Context: an optimization exercise on an open-source flow, tuned for small area and a short achievable clock period. The choices shown serve that exercise and are no tape-out recipe. RTL that was checked went through simulation tests only; none was proved equivalent to the original.

## v6
==> flow/design.v (excerpt) <==
module cordic # (parameter DATA_WIDTH = 16) (
    input                       clk,
    input                       rst_n,
    input                       start,
    input  [2:0]                mode,
    input  [3:0]                shift,
    input  [DATA_WIDTH*2 - 1 : 0] opa,
    input  [DATA_WIDTH*2 - 1 : 0] opb,
    output logic [DATA_WIDTH*2 - 1 : 0] data_o
);
==> module cordic_rot1, before the edit <==
module cordic_rot1 #(parameter K = 9) (
    input  logic signed [18:0] x, y,
    input  logic [15:0] z,
    input  logic vec,
    output logic [53:0] r
);
    localparam [159:0] ATAN = {
        16'd20, 16'd40, 16'd81, 16'd162, 16'd325,
        16'd651, 16'd1297, 16'd2555, 16'd4836, 16'd8192
    };
    function automatic [53:0] urot(input logic signed [18:0] x, input logic signed [18:0] y,
                                   input logic [15:0] z, input logic vec, input integer k);
        logic neg;
        logic signed [18:0] xn, yn;
        logic [15:0] zn;
        neg = vec ? y[18] : ~z[15];
        if (neg) begin
            xn = x - (y >>> k);
            yn = y + (x >>> k);
            zn = z - ATAN[16*k +: 16];
        end else begin
            xn = x + (y >>> k);
            yn = y - (x >>> k);
            zn = z + ATAN[16*k +: 16];
        end
        urot = {xn, yn, zn};
    endfunction
    assign r = urot(x, y, z, vec, K);
endmodule
==> flow/config.mk <==
export PLATFORM = sky130hd
export DESIGN_NAME = cordic
export DESIGN_NICKNAME = cordic
export VERILOG_FILES = /design/flow/design.v
export SDC_FILE = /design/flow/constraint.sdc
export NUM_CORES = 4
export LEC_CHECK = 0
export CAP_MARGIN = 20
export CORE_MARGIN = 2
export CORE_UTILIZATION = 40
export PLACE_DENSITY = 0.6
export SLEW_MARGIN = 20
export SYNTH_HIERARCHICAL = 1
export SYNTH_MINIMUM_KEEP_SIZE = 1000
==> flow/constraint.sdc <==
create_clock -name core_clock -period 13.0 [get_ports {clk}]
set_input_delay 2.6000 -clock core_clock [delete_from_list [all_inputs] [get_ports {clk}]]
set_output_delay 2.6000 -clock core_clock [all_outputs]
set_load 0.01 [all_outputs]
standard.sh (not shown) runs the stock make flow with config.mk's settings and CLKGATE_MAP_FILE= SYNTH_SCRIPT=/design/flow/synth_recipe.tcl, a recipe that flattens the netlist after the stock synthesis.
==> flow/flow/run.sh <==
#!/bin/bash
# Layout with the standard flow (standard synthesis, floorplan, placement, CTS, routing);
# the only change is a larger setup margin for the resizer's repair_timing, so that it keeps
# improving the slowest paths past the point where they just meet the clock period.
set -euo pipefail
bash standard.sh SETUP_SLACK_MARGIN=6 finish > standard_flow.log 2>&1
v6 finished every stage and its layout cleared the timing, DRC and antenna checks.
Relative to v6, the following input files were edited for v7:
diff --git a/flow/design.v b/flow/design.v
--- a/flow/design.v
+++ b/flow/design.v
@@ -543,33 +543,4 @@
     assign r = urot(ra[53:35], ra[34:16], ra[15:0], vec, K + 1);
 endmodule
-module cordic_rot1 #(parameter K = 9) (
-    input  logic signed [18:0] x, y,
-    input  logic [15:0] z,
-    input  logic vec,
-    output logic [53:0] r
-);
-    localparam [159:0] ATAN = {
-        16'd20, 16'd40, 16'd81, 16'd162, 16'd325,
-        16'd651, 16'd1297, 16'd2555, 16'd4836, 16'd8192
-    };
-    function automatic [53:0] urot(input logic signed [18:0] x, input logic signed [18:0] y,
-                                   input logic [15:0] z, input logic vec, input integer k);
-        logic neg;
-        logic signed [18:0] xn, yn;
-        logic [15:0] zn;
-        neg = vec ? y[18] : ~z[15];
-        if (neg) begin
-            xn = x - (y >>> k);
-            yn = y + (x >>> k);
-            zn = z - ATAN[16*k +: 16];
-        end else begin
-            xn = x + (y >>> k);
-            yn = y - (x >>> k);
-            zn = z + ATAN[16*k +: 16];
-        end
-        urot = {xn, yn, zn};
-    endfunction
-    assign r = urot(x, y, z, vec, K);
-endmodule
 module cordic_mul9 (
     input  logic [7:0] bneg, bone, btwo,
Findings:
- Delta (v7 minus v6): largest net degree at the start of global routing rose 22%.
- On v7: setup slack of the critical path after layout is 0.021 ns higher than what v6 gave.
- Layout overhead on the synthesized area, v6 and v7, lower one = v7.
Only the layout flow was run in v6; the RTL was not checked for function there.

cordic, a different RTL version from the one above (not shown whole).
For scale: about 9,000 cells after synthesis, about 450 flip-flops, about 0.072 mm2 of cells after synthesis.
export LEC_CHECK = 0
export CAP_MARGIN = 20
export CORE_MARGIN = 2
export CORE_UTILIZATION = 40
export PLACE_DENSITY = 0.6
export SLEW_MARGIN = 20
create_clock -name core_clock -period 13.0 [get_ports {clk}]
run.sh (not shown) runs the stock make flow with config.mk's settings and CLKGATE_MAP_FILE= SYNTH_SCRIPT=/design/flow/synth_recipe.tcl, a recipe that flattens the netlist after the stock synthesis.
Stock flow here: none of the scripts above is used.
Next try:
--- a/flow/design.v
+++ b/flow/design.v
@@ -271,13 +271,13 @@
     input  [2:0]                mode,
     input  [3:0]                shift,
     input  [DATA_WIDTH*2 - 1 : 0] opa,
     input  [DATA_WIDTH*2 - 1 : 0] opb,
     output logic [DATA_WIDTH*2 - 1 : 0] data_o
 );
-    localparam [11:0] RA = 12'b0110_1001_0010;
+    localparam [11:0] RA = 12'b1101_0010_0100;
     localparam [15:0] SCL = 16'h4dbc;
     localparam [159:0] ATAN = {
         16'd20, 16'd40, 16'd81, 16'd162, 16'd325,
         16'd651, 16'd1297, 16'd2555, 16'd4836, 16'd8192
     };
     wire [15:0] ar = opa[31:16];
Worst setup slack is worse by 0.21 ns.
Design area falls by 4.9%.
Die area falls by 6.1%.
Via count falls by 3.1%.
Non-clock buffer count rises by 87.
Sequential share of layout area falls by 0.81 points.
Global-route usage rises by 0.26 points.
Count of clock-buffer cells in the layout falls by 11.
No functional check of the RTL was part of any run of this note.

== run D ==
cordic with an RTL version that a note above also has.
Size in the first run: roughly 8800 cells after synthesis, roughly 470 flip-flops, about 110 I/O pins.
Settings: LEC_CHECK=0, CAP_MARGIN=5, CORE_MARGIN=2, CORE_UTILIZATION=40, PLACE_DENSITY=0.6, SLEW_MARGIN=5, SYNTH_HIERARCHICAL=1, SYNTH_MINIMUM_KEEP_SIZE=1000; clock period 13.0 ns.
standard.sh (not shown) runs the stock make flow with config.mk's settings and CLKGATE_MAP_FILE= SYNTH_SCRIPT=/design/flow/synth_recipe.tcl, a recipe that flattens the netlist after the stock synthesis.
Scripts as last shown in full above: flow/flow/run.sh
Run D closes out successfully: all stages finished, all timing, DRC and antenna checks passed.
What run E does differently from run D at the input level:
--- a/flow/design.v
+++ b/flow/design.v
@@ -540,10 +540,39 @@
     endfunction
     logic [53:0] ra;
     assign ra = urot(x, y, z, vec, K);
     assign r = urot(ra[53:35], ra[34:16], ra[15:0], vec, K + 1);
 endmodule
+module cordic_rot1 #(parameter K = 9) (
+    input  logic signed [18:0] x, y,
+    input  logic [15:0] z,
+    input  logic vec,
+    output logic [53:0] r
+);
+    localparam [159:0] ATAN = {
+        16'd20, 16'd40, 16'd81, 16'd162, 16'd325,
+        16'd651, 16'd1297, 16'd2555, 16'd4836, 16'd8192
+    };
+    function automatic [53:0] urot(input logic signed [18:0] x, input logic signed [18:0] y,
+                                   input logic [15:0] z, input logic vec, input integer k);
+        logic neg;
+        logic signed [18:0] xn, yn;
+        logic [15:0] zn;
+        neg = vec ? y[18] : ~z[15];
+        if (neg) begin
+            xn = x - (y >>> k);
+            yn = y + (x >>> k);
+            zn = z - ATAN[16*k +: 16];
+        end else begin
+            xn = x + (y >>> k);
+            yn = y - (x >>> k);
+            zn = z + ATAN[16*k +: 16];
+        end
+        urot = {xn, yn, zn};
+    endfunction
+    assign r = urot(x, y, z, vec, K);
+endmodule
 module cordic_mul9 (
     input  logic [7:0] bneg, bone, btwo,
     input  logic signed [18:0] x,
     input  logic signed [9:0] v,
     input  logic vneg,
Notes after the runs:
Result for run E and run D: all clean
Delta (run E minus run D): area fraction in and, or, nand and nor cells after synthesis has decreased; fraction of area in multi-input gates increased 0.18 points; number of core rows shows no meaningful change.
On run E: length in cells of the worst reg-to-reg path is 33% higher than what run D gave.
Storage element area of run D is on par with run E.
Run E vs run D, area of the multi-input gates went up by about 0.9%.
Number of non-filler instances in the completed layout (run E over run D): increase, 62
On total via count in the routed design, run E and run D are neck and neck.
Run E ended up with flip-flop to primary output as its path type of the worst setup path; run D ended up with flip-flop to flip-flop.
Function not checked in run E: the RTL went through the layout flow alone.

== job 101 ==
cordic, a different RTL version from the one above (not shown whole).
Size in the first run: ~8,600 cells after synthesis, roughly 470 flip-flops, roughly 110 I/O pins, about 75,000 sq um of cells after synthesis.
==> module cordic, before the edit <==
module cordic # (parameter DATA_WIDTH = 16) (
    input                       clk,
    input                       rst_n,
    input                       start,
    input  [2:0]                mode,
    input  [3:0]                shift,
    input  [DATA_WIDTH*2 - 1 : 0] opa,
    input  [DATA_WIDTH*2 - 1 : 0] opb,
    output logic [DATA_WIDTH*2 - 1 : 0] data_o
);
    logic [6:1] vld;
    always_ff @(posedge clk or negedge rst_n) begin
        if (!rst_n)     vld <= '0;
        else if (start) vld <= {vld[5:1], 1'b1};
    end
    wire [15:0] ar = opa[31:16];
    wire [15:0] ai = opa[15:0];
    wire [15:0] br = opb[31:16];
    wire [15:0] bi = opb[15:0];
    wire x_small = (&ar[15:8]) | ~(|ar[15:8]);
    wire y_small = (&ai[15:8]) | ~(|ai[15:8]);
    wire w_small = (&br[15:8]) | ~(|br[15:8]);
    wire pre_shift = x_small & y_small;
    wire vec_in = ~mode[2] & (|mode[1:0]);
    wire [15:0] nbi = ~bi + 16'd1;
    wire [15:0] zs = mode[2] ? nbi : br;
    logic signed [18:0] x1_in, y1_in;
    logic [15:0] z1_in;
    cordic_pre u_pre (.ar(ar), .ai(ai), .ps(pre_shift), .zs(zs), .vec(vec_in), .sx(ar[15]), .sy(ai[15]),
                      .x1(x1_in), .y1(y1_in), .z1(z1_in));
    logic signed [18:0] x1, y1;
    logic [15:0] z1;
    logic        vec1, ps1, ws1, m2_1;
    logic [1:0]  md1;
    logic [3:0]  sft1;
    logic [7:0]  w1;
    always_ff @(posedge clk) begin
        if (start) begin
            x1   <= x1_in;
            y1   <= y1_in;
            z1   <= z1_in;
            vec1 <= vec_in;
            md1  <= mode[1:0];
            m2_1 <= mode[2];
            ps1  <= pre_shift;
            ws1  <= w_small;
            sft1 <= shift;
            w1   <= w_small ? br[7:0] : br[15:8];
        end
    end
    logic [5:0] cshift, shamt_1;
    always_comb begin
        if (w1 == 8'd1)      cshift = 6'd15;
        else if (w1 == 8'd2) cshift = 6'd16;
        else                 cshift = 6'd17;
        if (ps1 & ~ws1)      cshift = cshift + 6'd16;
        else if (ps1 == ws1) cshift = cshift + 6'd8;
        if (m2_1) shamt_1 = cshift - {2'b00, sft1};
        else      shamt_1 = ps1 ? 6'd23 : 6'd15;
    end
    logic [53:0] r1b;
    cordic_rot2 #(.K(1)) u_rot1 (.x(x1), .y(y1), .z(z1), .vec(vec1), .r(r1b));
    logic signed [18:0] x2, y2;
    logic [15:0] z2;
    logic        vec2;
    logic [1:0]  md2;
    logic [5:0]  sh2;
    logic [7:0]  w2;
    always_ff @(posedge clk) begin
        if (start) begin
            {x2, y2, z2} <= r1b;
            vec2 <= vec1;
            md2  <= md1;
            sh2  <= shamt_1;
            w2   <= m2_1 ? w1 : 8'd1;    
        end
    end
    logic [53:0] r2b;
    cordic_rot2 #(.K(3)) u_rot3 (.x(x2), .y(y2), .z(z2), .vec(vec2), .r(r2b));
    logic signed [18:0] x3, y3;
    logic [15:0] z3;
    logic        vec3;
    logic [1:0]  md3;
    logic [5:0]  sh3;
    logic [7:0]  w3;
    always_ff @(posedge clk) begin
        if (start) begin
            {x3, y3, z3} <= r2b;
            vec3 <= vec2;
            md3  <= md2;
            sh3  <= sh2;
            w3   <= w2;
        end
    end
    logic [53:0] r3b;
    cordic_rot2 #(.K(5)) u_rot5 (.x(x3), .y(y3), .z(z3), .vec(vec3), .r(r3b));
    logic signed [18:0] x4, y4;
    logic [15:0] z4;
    logic        vec4;
    logic [1:0]  md4;
    logic [5:0]  sh4;
    logic [7:0]  w4;
    always_ff @(posedge clk) begin
        if (start) begin
            {x4, y4, z4} <= r3b;
            vec4 <= vec3;
            md4  <= md3;
            sh4  <= sh3;
            w4   <= w3;
        end
    end
    logic [53:0] r4b;
    logic [7:0] bneg_4, bone_4, btwo_4;
    cordic_rot78 u_rot7 (.x(x4), .y(y4), .z(z4), .vec(vec4), .w(w4), .r(r4b),
                         .bneg(bneg_4), .bone(bone_4), .btwo(btwo_4));
    logic signed [18:0] x5, y5;
    logic [15:0] z5;
    logic        vec5;
    logic [1:0]  md5;
    logic [5:0]  sh5;
    logic [7:0]  bneg5, bone5, btwo5;
    always_ff @(posedge clk) begin
        if (start) begin
            {x5, y5, z5} <= r4b;
            vec5  <= vec4;
            md5   <= md4;
            sh5   <= sh4;
            bneg5 <= bneg_4;
            bone5 <= bone_4;
            btwo5 <= btwo_4;
        end
    end
    wire neg9 = vec5 ? y5[18] : ~z5[15];
    wire signed [18:0] x5s = x5 >>> 9;
    wire signed [18:0] y5s = y5 >>> 9;
    wire [15:0] z9 = neg9 ? z5 - 16'd20 : z5 + 16'd20;
    logic signed [34:0] px_n, py_n;
    cordic_mul9 u_mulx (.bneg(bneg5), .bone(bone5), .btwo(btwo5), .x(x5), .v(y5s[9:0]), .vneg(neg9),  .p(px_n));
    cordic_mul9 u_muly (.bneg(bneg5), .bone(bone5), .btwo(btwo5), .x(y5), .v(x5s[9:0]), .vneg(~neg9), .p(py_n));
    logic signed [34:0] px, py;
    logic [15:0] z6;
    logic        vec6;
    logic [1:0]  md6;
    logic [5:0]  sh6;
    always_ff @(posedge clk) begin
        if (start) begin
            px   <= px_n;
            py   <= py_n;
            z6   <= z9;
            vec6 <= vec5;
            md6  <= md5;
            sh6  <= sh5;
        end
    end
    logic [31:0] dout;
    cordic_out u_out (.px(px), .py(py), .z(z6), .vec(vec6), .md(md6), .sh(sh6), .dout(dout));
    assign data_o = vld[6] ? dout : 32'd0;
endmodule
clock: 13.0 ns
lec_check: 0
cap_margin: 20
core_margin: 2
core_utilization: 40
place_density: 0.6
slew_margin: 20
synth_hierarchical: 1
synth_minimum_keep_size: 1000
Scripts as last shown in full above: flow/flow/run.sh
--- input diff job 101..job 102 ---
--- a/flow/design.v
+++ b/flow/design.v
@@ -400,29 +400,29 @@
     wire signed [18:0] x5s = x5 >>> 9;
     wire signed [18:0] y5s = y5 >>> 9;
     wire [15:0] z9 = neg9 ? z5 - 16'd20 : z5 + 16'd20;
     logic signed [34:0] px_n, py_n;
     cordic_mul9 u_mulx (.bneg(bneg5), .bone(bone5), .btwo(btwo5), .x(x5), .v(y5s[9:0]), .vneg(neg9),  .p(px_n));
     cordic_mul9 u_muly (.bneg(bneg5), .bone(bone5), .btwo(btwo5), .x(y5), .v(x5s[9:0]), .vneg(~neg9), .p(py_n));
-    logic signed [34:0] px, py;
+    logic signed [32:0] px, py;
     logic [15:0] z6;
     logic        vec6;
     logic [1:0]  md6;
     logic [5:0]  sh6;
     always_ff @(posedge clk) begin
         if (start) begin
-            px   <= px_n;
-            py   <= py_n;
+            px   <= px_n[32:0];
+            py   <= py_n[32:0];
             z6   <= z9;
             vec6 <= vec5;
             md6  <= md5;
             sh6  <= sh5;
         end
     end
     logic [31:0] dout;
-    cordic_out u_out (.px(px), .py(py), .z(z6), .vec(vec6), .md(md6), .sh(sh6), .dout(dout));
+    cordic_out u_out (.px({{2{px[32]}}, px}), .py({{2{py[32]}}, py}), .z(z6), .vec(vec6), .md(md6), .sh(sh6), .dout(dout));
     assign data_o = vld[6] ? dout : 32'd0;
 endmodule
 module cordic_pre (
     input  logic [15:0] ar, ai,
     input  logic ps,
     input  logic [15:0] zs,
Notes after the runs:
Delta (job 102 minus job 101): fmax went up about 0.9%, minimum clock period shows a reduction of 0.061 ns, worst setup margin now larger, die outline height saw a decrease, utilization shows no meaningful change.
Job 102 vs. job 101: area after synthesis fell by about 0.7%, sequential share of layout area neither gained nor lost much, depth of the most critical reg-to-reg path dropped 1, count of sequential standard cells lost 0.85%, global routing usage summed across all routing layers lost 0.34 points.
In the reports for job 101 and job 102, the smaller worst-case hold slack belongs to job 102.

re-timing with driven ports:
How much do the figures lean on ideal ports? The routed layouts below were timed once more, with nothing changed but the port constraints.
Step 1: set_driving_cell puts a clkbuf_16 on clk and a buf_2 on each other input, an assumption about the parent block.
Step 2 adds t to the input delays and takes it off the output delays; t is the mean of the earliest and latest rising clock arrival at the registers after step 1. Input paths then give back, and output paths get back, about the clock's delay inside the block.
Slacks: ideal ports / drivers / drivers and shift; pairs: ideal ports / drivers.
run	shift t [ns]	setup slack, ns	worst register clock-pin slew, ns	pins driven straight from the clock port
v6	0.773	6.150 / 6.105 / 6.146	0.09 / 0.09	1
v7	0.772	6.171 / 6.115 / 6.098	0.08 / 0.08	1
the first run of note 2	0.752	1.038 / 1.038 / 1.038	0.07 / 0.07	1
the second run of note 2	0.713	0.826 / 0.826 / 0.826	0.07 / 0.07	1
run D	0.770	6.158 / 6.111 / 6.124	0.08 / 0.08	1
run E	0.769	6.102 / 6.019 / 6.180	0.08 / 0.08	1
job 101	0.770	6.116 / 6.036 / 6.019	0.08 / 0.08	1
job 102	0.770	6.177 / 6.125 / 6.177	0.08 / 0.08	1
After both steps every run listed still meets setup and hold. The setup slack of job 101, which loses most, moves by -0.080 ns with the drivers and by -0.097 ns with both steps.
